This is an optimization exercise on Yosys and OpenROAD, whose aim is small area, not a production implementation.
Function was checked by simulation only, so behaviour that the tests miss may differ from the original.
The clock port is modelled as an ideal driver, which makes a skipped or thinned clock tree look cheaper than it is; a real chip needs a root buffer or a tree.
Power and IR drop assume default switching activity.

Design Game, start of the top module:
module Game(
  input Clk100M,
  input rst,   
  input btnS,  
  input btnU,  
  input btnD,  
  output wire [7:0] seg,
  output wire [3:0] an
 );
For scale: about 660 cells after synthesis, about 5600 sq um of cells after synthesis.
Settings: LEC_CHECK=0, ABC_AREA=1, CAP_MARGIN=20, CORE_MARGIN=2, CORE_UTILIZATION=70, SLEW_MARGIN=20; clock period 10.0 ns.
standard.sh (not shown) runs the stock make flow with config.mk's settings and CLKGATE_MAP_FILE= SYNTH_SCRIPT=/design/flow/synth_recipe.tcl, a recipe that flattens the netlist after the stock synthesis.
==> flow/flow/run.sh <==
#!/bin/bash
# Own layout flow: the standard ORFS flow (standard.sh) with two changes.
#  1. Synthesis maps the combinational logic with a stronger ABC area script
#     (flow/abc_area.script, used through ABC_AREA=1), and adders are left to
#     ABC as plain logic instead of being mapped to half/full adder cells
#     first (ADDER_MAP_FILE empty). Everything else in the synthesis,
#     including how registers are mapped and named, is unchanged.
#  2. The clock tree is built by flow/mycts.tcl (run in place of TritonCTS
#     through the PRE_CTS_TCL hook): the clock port drives one root buffer,
#     which drives 16 clock buffers, each at the centre of its own group of
#     flip-flops. Ports are buffered with the smallest buffer.
# Each step's full output goes to a log file of its own in this folder.
set -euo pipefail
W=$PWD
rm -rf "$W/scripts_abc"
cp -r "$FLOW_HOME/scripts" "$W/scripts_abc"
cp "$W/flow/abc_area.script" "$W/scripts_abc/abc_area.script"
SCRIPTS_DIR="$W/scripts_abc" ADDER_MAP_FILE= bash standard.sh synth > synth.log 2>&1
export PRE_CTS_TCL="$W/flow/mycts.tcl"
export MYCTS_GROUPS=16 MYCTS_BUF=sky130_fd_sc_hd__clkbuf_4 MYCTS_ROOT=sky130_fd_sc_hd__clkbuf_8
export BUFFER_PORTS_ARGS="-inputs -outputs -buffer_cell sky130_fd_sc_hd__buf_1"
bash standard.sh > layout.log 2>&1
Other scripts of this flow, unchanged in this note and not shown: flow/flow/abc_area.script, flow/flow/mycts.tcl
The baseline completed without violations.
Next try:
--- a/flow/design.v
+++ b/flow/design.v
@@ -5,14 +5,14 @@
   input btnS,  
   input btnU,  
   input btnD,  
   output wire [7:0] seg,
   output wire [3:0] an
  );
-localparam [4:0] C_FF = 5'd0, C_0 = 5'd10, C_L = 5'd11, C_E = 5'd12, C_Y = 5'd13,
-                 C_A = 5'd14, C_U = 5'd15, C_H = 5'd19;
+localparam [4:0] C_FF = 5'd0, C_0 = 5'd10, C_A = 5'd11, C_Y = 5'd12, C_E = 5'd13,
+                 C_L = 5'd14, C_U = 5'd15, C_H = 5'd19;
 reg [1:0] bcnt;    
 reg [3:0] dcnt;    
 reg [1:0] dg;
 reg [5:0] u;
 localparam [5:0] U_START = 6'd25, U_END = 6'd36, U_IDLE = 6'd44;
 wire uEnd = (u == U_END);
@@ -188,14 +188,13 @@
     gs0[4] <= 1'b0; gs1[4] <= 1'b0; gs2[4] <= 1'b0; gs3[4] <= 1'b0;
   end
   if (gameSig) numSpecial <= 0;
   if (special) numSpecial <= numSpecial + 6'd1;
   if (postSig) ;
   else if (startGen) userCount <= 0;
-  else if (upB && ucCounting) userCount <= userCount + 8'd1;
-  else if (downB && ucCounting) userCount <= userCount - 8'd1;
+  else if ((upB | downB) && ucCounting) userCount <= userCount + {{7{~upB}}, 1'b1};   
   if (startGen) difference <= 0;
   if (sCounting) difference <= ({2'b00, numSpecial} != userCount);
 end
 always @(posedge Clk100M) begin
   if (tick1Hz) gpPF <= gpRun && gameTime == 4'd15 && !(!gpPF && gameTime < 4'd14);
   startGen <= gameSig;
@@ -258,17 +257,17 @@
   if (dcnt == 4'd2) pend <= nxt;
 end
 always @(posedge Clk100M) begin
   if (rst) code <= C_FF;
   else if (tickDisp) code <= pend;
 end
-localparam [31:0] SEG0 = 32'haaaaa813;
-localparam [31:0] SEG1 = 32'h25d51861;
-localparam [31:0] SEG2 = 32'hcef41805;
-localparam [31:0] SEG3 = 32'h99994093;
-localparam [31:0] SEG4 = 32'h7bd622bb;
+localparam [31:0] SEG0 = 32'haaaad013;
+localparam [31:0] SEG1 = 32'h25d56061;
+localparam [31:0] SEG2 = 32'hcef46005;
+localparam [31:0] SEG3 = 32'h99990893;
+localparam [31:0] SEG4 = 32'h7bd612bb;
 localparam [31:0] SEG5 = 32'hf4e3000f;
-localparam [31:0] SEG6 = 32'hd7278c83;
+localparam [31:0] SEG6 = 32'hd727c483;
 localparam [31:0] SEG7 = 32'hffffffff;
 assign seg = {SEG7[code], SEG6[code], SEG5[code], SEG4[code], SEG3[code], SEG2[code], SEG1[code], SEG0[code]};
 assign an = (u == U_IDLE) ? 4'b1111 : ~(4'b1000 >> dg);
 endmodule
Total power is lower by a few percent; final cell count goes down slightly; sequential share of layout area is lower by 0.31 points; core utilization went up by 0.47 points; final area rises slightly; register-to-register slack got worse by 840 ps; worst hold slack hardly moves.
No run of this note takes its clock network from TritonCTS; it comes from the design's own scripts or RTL.

Game, a different RTL version from the one above (not shown whole).
For scale: about 640 cells after synthesis, roughly 130 flip-flops, roughly 17 I/O pins, roughly 0.0056 mm² of cells after synthesis.
clock: 10.0 ns
lec_check: 0
abc_area: 1
cap_margin: 20
core_margin: 2
core_utilization: 70
slew_margin: 20
Scripts as last shown in full above: flow/flow/run.sh
Other scripts of this flow, unchanged in this note and not shown: flow/flow/abc_area.script, flow/flow/mycts.tcl
Change:
--- a/flow/design.v
+++ b/flow/design.v
@@ -184,17 +184,17 @@
   if (genNow) begin
     gs0[4] <= 1'b1; gs1[4] <= gs0[4]; gs2[4] <= gs1[4]; gs3[4] <= gs2[4];
   end
   else if (doneCounting) begin
     gs0[4] <= 1'b0; gs1[4] <= 1'b0; gs2[4] <= 1'b0; gs3[4] <= 1'b0;
   end
   if (gameSig) numSpecial <= 0;
   if (special) numSpecial <= numSpecial + 6'd1;
-  if (postSig) ;
+  if (postSig) ;    
   else if (startGen) userCount <= 0;
   else if (upB && ucCounting) userCount <= userCount + 8'd1;
   else if (downB && ucCounting) userCount <= userCount - 8'd1;
   if (startGen) difference <= 0;
   if (sCounting) difference <= ({2'b00, numSpecial} != userCount);
 end
 always @(posedge Clk100M) begin
   if (tick1Hz) gpPF <= gpRun && gameTime == 4'd15 && !(!gpPF && gameTime < 4'd14);
What happened: The changed run produced a clean layout; final area is unchanged; critical path depth is unchanged; combinational power hardly moves; setup slack does not change; total power stays the same; register-to-register slack stays flat; global-route usage stays the same; routed wire length is unchanged; via count does not change; final cell count does not change; synthesized cell count does not change; maximum frequency stays the same.
In every run of this note, the design's own scripts or RTL, not TritonCTS, make the clock network.

## what the ideal ports hide
The flow's constraints put no driver on any port. The routed layouts listed below were extracted and timed again, unchanged, in two steps.
Step 1: set_driving_cell puts a clkbuf_16 on Clk100M and a buf_2 on each other input, an assumption about the parent block.
Step 2 adds t to the input delays and takes it off the output delays; t is the mean of the earliest and latest rising clock arrival at the registers after step 1. Input paths then give back, and output paths get back, about the clock's delay inside the block.
a / b / c = no drivers / after step 1 / after step 2; a / b = the first two.
| run | shift t [ns] | slack for setup (ns) | hold slack, ns | worst setup path after step 2 | cell pins on the clock port's net |
|---|---|---|---|---|---|
| the first run of note 1 | 0.450 | 5.562 / 5.529 / 5.738 | 0.400 / 0.400 / 0.400 | register to register | 1 |
| the second run of note 1 | 0.433 | 4.905 / 4.905 / 4.905 | 0.397 / 0.397 / 0.397 | register to register | 1 |
| the first run of note 2 | 0.443 | 4.373 / 4.373 / 4.373 | 0.408 / 0.408 / 0.408 | register to register | 1 |
| the second run of note 2 | 0.443 | 4.373 / 4.373 / 4.373 | 0.408 / 0.408 / 0.408 | register to register | 1 |
After both steps every run listed still meets setup and hold.
